This design comes from an exercise in tuning for small area on the open sky130 flow, not from production work. RTL that was checked went through simulation tests only; none was proved equivalent to the original. Power is estimated from default activity; no workload was simulated.

==> sierra <==
// quick_rs232
module quick_rs232 (
    input  wire       clk,
    input  wire       rst,
    input  wire       rx,
    output reg        tx,
    input  wire       rts,
    output wire       cts,
    input  wire       rx_read,
    output reg        rx_err,
    output wire [7:0] rx_data,
    output reg        rx_byte_received,
    input  wire       tx_transaction,
    input  wire [7:0] tx_data,
    input  wire       tx_data_ready,
    output reg        tx_data_copied,
    output reg        tx_busy
);
==> module quick_rs232, before the edit <==
module quick_rs232 (
    input  wire       clk,
    input  wire       rst,
    input  wire       rx,
    output reg        tx,
    input  wire       rts,
    output wire       cts,
    input  wire       rx_read,
    output reg        rx_err,
    output wire [7:0] rx_data,
    output reg        rx_byte_received,
    input  wire       tx_transaction,
    input  wire [7:0] tx_data,
    input  wire       tx_data_ready,
    output reg        tx_data_copied,
    output reg        tx_busy
);
localparam [8:0] L305 = 9'd226, L307 = 9'd394, L369 = 9'd330, L370 = 9'd148,
                 L434 = 9'd364, L435 = 9'd216, L437 = 9'd353;
assign cts = 1'b0;
reg [7:0] rx_buffer;
fifo rx_data_buffer (.clk(clk), .clear(rst), .push(rx_byte_received), .pop(rx_read),
                     .in_data(rx_buffer), .out_data(rx_data));
localparam [1:0] R_WAIT = 2'd0, R_SSTART = 2'd1, R_ACT = 2'd2, R_SSTOP = 2'd3;
reg [1:0] rx_state;
reg [3:0] rx_ph;
reg [8:0] rx_bc;
reg       rx_par;
reg       rx_stuck;      
wire rx_act  = (rx_state == R_ACT);
wire rx_wrap = (rx_ph == 4'd15) ? (rx_bc == L437) : (rx_bc == L434);
wire rx_s370 = (rx_bc == L370);
always @(posedge clk) begin
    if (!rx_act || rx_wrap) rx_bc <= 9'd0;
    else                    rx_bc <= {rx_bc[7:0], ~(rx_bc[8] ^ rx_bc[4])};
end
always @(posedge clk) begin
    if (rst) begin
        rx_state         <= R_SSTOP;
        rx_byte_received <= 1'b0;
        rx_err           <= 1'b0;
        rx_stuck         <= 1'b0;
    end else begin
        case (rx_state)
            R_WAIT: begin
                rx_err   <= 1'b0;
                rx_state <= R_SSTART;
            end
            R_SSTART: begin
                if (!rx) begin
                    rx_state <= R_ACT;
                    rx_ph    <= 4'd7;
                    rx_par   <= 1'b0;
                    rx_stuck <= 1'b0;
                end else if (rx_stuck)
                    rx_state <= R_WAIT;
            end
            R_ACT: begin
                if (rx_wrap) rx_ph <= rx_ph + 4'd1;
                if (rx_ph[3]) begin
                    if (rx_s370) begin
                        rx_buffer[rx_ph[2:0]] <= rx;
                        rx_par <= rx_par ^ rx;
                    end
                end else if (rx_ph == 4'd0) begin
                    if (rx_bc == L369) rx_err <= rx_par ^ rx;
                    if (rx_s370 && !rx_err) rx_byte_received <= 1'b1;
                end else if (rx_ph != 4'd7) begin
                    if (rx) begin
                        rx_state <= R_SSTOP;
                        if (rx_ph == 4'd5 && rx_bc == L305) rx_stuck <= 1'b1;
                    end else if (rx_ph == 4'd5 && rx_bc == L307)
                        rx_state <= R_WAIT;
                end
            end
            default: begin  
                rx_state         <= R_WAIT;
                rx_byte_received <= 1'b0;
                rx_err           <= 1'b0;
            end
        endcase
    end
end
localparam [3:0] T_PAR = 4'd0, T_STOP = 4'd1, T_SSTOP = 4'd2, T_IDLE = 4'd3,
                 T_SWAIT = 4'd4, T_SSTART = 4'd5, T_START = 4'd7;
reg [3:0] tx_ph;
reg [8:0] tx_bc;
reg [7:0] tx_buffer;
reg       tx_par;
wire tx_act  = tx_ph[3] || tx_ph == T_START || tx_ph == T_PAR || tx_ph == T_STOP;
wire tx_bit  = tx_buffer[tx_ph[2:0]];
wire tx_wrap = (tx_ph == 4'd15) ? (tx_bc == L435) : (tx_bc == L434);
always @(posedge clk) begin
    if (!tx_act || tx_wrap) tx_bc <= 9'd0;
    else                    tx_bc <= {tx_bc[7:0], ~(tx_bc[8] ^ tx_bc[4])};
end
always @(posedge clk) begin
    if (rst)
        tx <= 1'b1;
    else if (tx_ph[3])
        tx <= tx_bit;
    else if (tx_ph == T_START)
        tx <= 1'b0;
    else if (tx_ph == T_PAR)
        tx <= tx_par;
    else
        tx <= 1'b1;
end
always @(posedge clk) begin
    if (rst) begin
        tx_ph          <= T_IDLE;
        tx_data_copied <= 1'b0;
        tx_busy        <= 1'b0;
    end else begin
        case (tx_ph)
            T_IDLE:
                if (tx_transaction) begin
                    tx_ph          <= T_SWAIT;
                    tx_data_copied <= 1'b0;
                    tx_busy        <= 1'b0;
                end
            T_SWAIT:
                tx_ph <= T_SSTART;
            T_SSTART: begin
                if (tx_data_ready) begin
                    tx_ph          <= T_START;
                    tx_buffer      <= tx_data;
                    tx_data_copied <= 1'b1;
                    tx_busy        <= 1'b1;
                end
                if (!tx_transaction)
                    tx_ph <= T_IDLE;
            end
            T_SSTOP: begin
                tx_busy <= 1'b0;
                tx_ph   <= T_IDLE;
            end
            default: begin  
                if (tx_ph == T_START)
                    tx_par <= 1'b0;
                else if (tx_ph[3] && tx_wrap)
                    tx_par <= tx_par ^ tx_bit;
                if (tx_wrap) begin
                    tx_ph <= tx_ph + 4'd1;
                    if (tx_ph == 4'd15) tx_data_copied <= 1'b0;
                end
            end
        endcase
    end
end
endmodule
clock: 10.0 ns
lec_check: 0
cap_margin: 20
core_margin: 2
core_utilization: 60
cts_buf_list: sky130_fd_sc_hd__clkbuf_8
cts_cluster_diameter: 60
cts_cluster_size: 20
slew_margin: 20
run.sh (not shown) runs the stock make flow with config.mk's settings and CLKGATE_MAP_FILE= SYNTH_SCRIPT=/design/flow/synth_recipe.tcl, a recipe that flattens the netlist after the stock synthesis.
==> inputs of ember, as changes to sierra <==
--- a/flow/design.v
+++ b/flow/design.v
@@ -73,6 +73,6 @@
     output reg        tx_busy
 );
-localparam [8:0] L305 = 9'd226, L307 = 9'd394, L369 = 9'd330, L370 = 9'd148,
-                 L434 = 9'd364, L435 = 9'd216, L437 = 9'd353;
+localparam [8:0] L305 = 9'd226, L307 = 9'd394, L370 = 9'd148, L372 = 9'd80,
+                 L373 = 9'd160, L434 = 9'd364, L435 = 9'd216, L437 = 9'd353;
 assign cts = 1'b0;
 reg [7:0] rx_buffer;
@@ -85,11 +85,6 @@
 reg       rx_par;
 reg       rx_stuck;      
-wire rx_act  = (rx_state == R_ACT);
-wire rx_wrap = (rx_ph == 4'd15) ? (rx_bc == L437) : (rx_bc == L434);
-wire rx_s370 = (rx_bc == L370);
-always @(posedge clk) begin
-    if (!rx_act || rx_wrap) rx_bc <= 9'd0;
-    else                    rx_bc <= {rx_bc[7:0], ~(rx_bc[8] ^ rx_bc[4])};
-end
+wire [8:0] rx_bc_next = {rx_bc[7:0], ~(rx_bc[8] ^ rx_bc[4])};
+wire       rx_wrap    = (rx_ph == 4'd0) ? (rx_bc == L437) : (rx_bc == L434);
 always @(posedge clk) begin
     if (rst) begin
@@ -108,4 +103,5 @@
                     rx_state <= R_ACT;
                     rx_ph    <= 4'd7;
+                    rx_bc    <= 9'd0;
                     rx_par   <= 1'b0;
                     rx_stuck <= 1'b0;
@@ -114,13 +110,17 @@
             end
             R_ACT: begin
-                if (rx_wrap) rx_ph <= rx_ph + 4'd1;
+                rx_bc <= rx_bc_next;
+                if (rx_wrap) begin
+                    rx_bc <= 9'd0;
+                    rx_ph <= rx_ph + 4'd1;
+                end
                 if (rx_ph[3]) begin
-                    if (rx_s370) begin
+                    if (rx_bc == L370) begin
                         rx_buffer[rx_ph[2:0]] <= rx;
                         rx_par <= rx_par ^ rx;
                     end
                 end else if (rx_ph == 4'd0) begin
-                    if (rx_bc == L369) rx_err <= rx_par ^ rx;
-                    if (rx_s370 && !rx_err) rx_byte_received <= 1'b1;
+                    if (rx_bc == L372) rx_err <= rx_par ^ rx;
+                    if (rx_bc == L373 && !rx_err) rx_byte_received <= 1'b1;
                 end else if (rx_ph != 4'd7) begin
                     if (rx) begin
@@ -145,23 +145,7 @@
 reg [7:0] tx_buffer;
 reg       tx_par;
-wire tx_act  = tx_ph[3] || tx_ph == T_START || tx_ph == T_PAR || tx_ph == T_STOP;
-wire tx_bit  = tx_buffer[tx_ph[2:0]];
-wire tx_wrap = (tx_ph == 4'd15) ? (tx_bc == L435) : (tx_bc == L434);
-always @(posedge clk) begin
-    if (!tx_act || tx_wrap) tx_bc <= 9'd0;
-    else                    tx_bc <= {tx_bc[7:0], ~(tx_bc[8] ^ tx_bc[4])};
-end
-always @(posedge clk) begin
-    if (rst)
-        tx <= 1'b1;
-    else if (tx_ph[3])
-        tx <= tx_bit;
-    else if (tx_ph == T_START)
-        tx <= 1'b0;
-    else if (tx_ph == T_PAR)
-        tx <= tx_par;
-    else
-        tx <= 1'b1;
-end
+wire [8:0] tx_bc_next = {tx_bc[7:0], ~(tx_bc[8] ^ tx_bc[4])};
+wire       tx_bit     = tx_buffer[tx_ph[2:0]];
+wire       tx_wrap    = (tx_ph == T_PAR) ? (tx_bc == L435) : (tx_bc == L434);
 always @(posedge clk) begin
     if (rst) begin
@@ -169,4 +153,5 @@
         tx_data_copied <= 1'b0;
         tx_busy        <= 1'b0;
+        tx             <= 1'b1;
     end else begin
         case (tx_ph)
@@ -185,4 +170,5 @@
                     tx_data_copied <= 1'b1;
                     tx_busy        <= 1'b1;
+                    tx_bc          <= 9'd0;
                 end
                 if (!tx_transaction)
@@ -194,11 +180,19 @@
             end
             default: begin  
-                if (tx_ph == T_START)
+                tx_bc <= tx_bc_next;
+                if (tx_ph == T_START) begin
+                    tx     <= 1'b0;
                     tx_par <= 1'b0;
-                else if (tx_ph[3] && tx_wrap)
-                    tx_par <= tx_par ^ tx_bit;
+                end else if (tx_ph[3]) begin
+                    tx <= tx_bit;
+                    if (tx_wrap) tx_par <= tx_par ^ tx_bit;
+                end else if (tx_ph == T_PAR) begin
+                    if (tx_bc == 9'd0) tx_data_copied <= 1'b0;
+                    else               tx <= tx_par;
+                end else
+                    tx <= 1'b1;
                 if (tx_wrap) begin
+                    tx_bc <= 9'd0;
                     tx_ph <= tx_ph + 4'd1;
-                    if (tx_ph == 4'd15) tx_data_copied <= 1'b0;
                 end
             end
Settings changed: CORE_UTILIZATION 60 to 40, CTS_BUF_LIST sky130_fd_sc_hd__clkbuf_8 to not set, CTS_CLUSTER_DIAMETER 60 to not set, CTS_CLUSTER_SIZE 20 to not set.
==> inputs of violet, as changes to sierra <==
==> flow/flow/run.sh (new file) <==
#!/bin/bash
# Layout flow: ORFS as the standard layout, with three changes:
#  - synthesis is the standard synthesis script with an area-oriented ABC
#    mapping script (flow/area.abc); registers are untouched;
#  - ports are buffered with the smallest buffer (buf_1);
#  - CTS uses clkbuf_8 and inserts no dummy loads.
# Each tool's output goes to its own log in this folder (and ORFS's per-step
# logs under orfs/logs).
set -euo pipefail
W=$PWD
F=$W/flow
cat > $W/own_config.mk <<EOC
include $W/config.mk
export BUFFER_PORTS_ARGS = -buffer_cell sky130_fd_sc_hd__buf_1
export CTS_ARGS = -sink_clustering_enable -repair_clock_nets -buf_list sky130_fd_sc_hd__clkbuf_8 -dont_use_dummy_load
EOC
make -C "$FLOW_HOME" DESIGN_CONFIG=$W/own_config.mk WORK_HOME=$W/orfs CLKGATE_MAP_FILE= \
    SYNTH_SCRIPT=$F/synth.tcl finish > $W/make.log 2>&1
R=$W/orfs/results/$FLOW_PLATFORM/quick_rs232/base
: # left out here: write the final layout as DEF
==> flow/flow/area.abc (new file) <==
strash
dc2
dch -f
amap -F 4 -A 8
topo
==> flow/flow/synth.tcl (new file) <==
proc synth {args} { yosys synth -nofsm -noshare {*}$args }
set ::my_abc_script [file join [file dirname [file normalize [info script]]] area.abc]
proc abc {args} {
  set i [lsearch -exact $args -script]
  if { $i >= 0 } { lset args [expr {$i + 1}] $::my_abc_script }
  puts "abc (area script): $args"
  yosys abc {*}$args
}
source $::env(SCRIPTS_DIR)/synth.tcl
# left out here: clear keep_hierarchy, flatten, clean up, hide names made inside functions, write 1_2_yosys.v
==> flow/standard.sh (new file) <==
#!/bin/bash
# synth_recipe.tcl (not shown) runs the flow's synth.tcl, then flattens the netlist and writes it again
# the make line also repeats each setting of config.mk as NAME=value (left out here)
make -C /OpenROAD-flow-scripts/flow DESIGN_CONFIG=/design/flow/config.mk WORK_HOME=/design/flow/orfs CLKGATE_MAP_FILE= SYNTH_SCRIPT=/design/flow/synth_recipe.tcl "${@:-finish}"
Settings changed: CTS_BUF_LIST sky130_fd_sc_hd__clkbuf_8 to not set, CTS_CLUSTER_DIAMETER 60 to not set, CTS_CLUSTER_SIZE 20 to not set.
removed: flow/run.sh
==> qor summary <==
|  | ember | sierra | violet |
|---|---|---|---|
| Max rail drop VDD | 100 uV | 133 uV | 194 uV |
| Routability-driven placement congestion ratio | 0.791 | 0.846 | 0.847 |
| Number of cells traversed by the worst hold path | 0 | 0 | 2 |
| Hold Path Origin | rx_data_buffer.mem[0][6]$_DFFE_PP_ | rx_data_buffer.mem[14][4]$_DFFE_PP_ | tx_bc[1]$_SDFF_PP0_ |
| Overall die height | 149 um | 121 um | 117 um |
| Tot Pwr | 2.00 mW | 1.80 mW | 1.90 mW |
| Share of total power consumed by net switching | 0.277 | 0.274 | 0.307 |
| Run status | timing/DRC/antenna clean | timing/DRC/antenna clean | timing/DRC/antenna clean |
| Die Footprint | 22300 sq um | 14600 sq um | 13600 sq um |
| Synthesized-area fraction occupied by xor and xnor cells | 0.0114 | 0.0117 | 0 |
| Detail Route met2 WL | 8.16 mm | 7.60 mm | 7.61 mm |
| Synthesized netlist cell count | 632 | 622 | 569 |
| Source of the critical timing path | rx | rst | tx_ph[2]$_SDFFE_PP0P_ |
| First-pass iteration count of the detailed router | 6 | 5 | 5 |
| Sequential share of cell area | 0.587 | 0.603 | 0.662 |
Only the layout flow was run in ember; the RTL was not checked for function there.

[afterwards: timing with drivers on the ports]
How much do the figures lean on ideal ports? The routed layouts below were timed once more, with nothing changed but the port constraints. Step 1, drivers: a clkbuf_16 drives clk and a buf_2 each remaining input, both assumed. Step 2 also shifts input and output timing later by t, the mid clock arrival at the registers, as if the neighbouring blocks saw the same clock. Slacks: ideal ports / drivers / drivers and shift; pairs: ideal ports / drivers.
run | t (ns) | slack for setup (ns) | worst setup path at the end | pins driven straight from the clock port
sierra | 0.502 | 6.164 / 6.178 / 5.676 | input to register | 1
ember | 0.471 | 6.370 / 6.395 / 5.924 | input to register | 1
violet | 0.484 | 6.590 / 6.590 / 6.353 | input to register | 1
After both steps setup and hold are still met in every run listed. For sierra, which loses most, drivers alone change the setup slack by +0.014 ns; drivers and shift together by -0.488 ns.
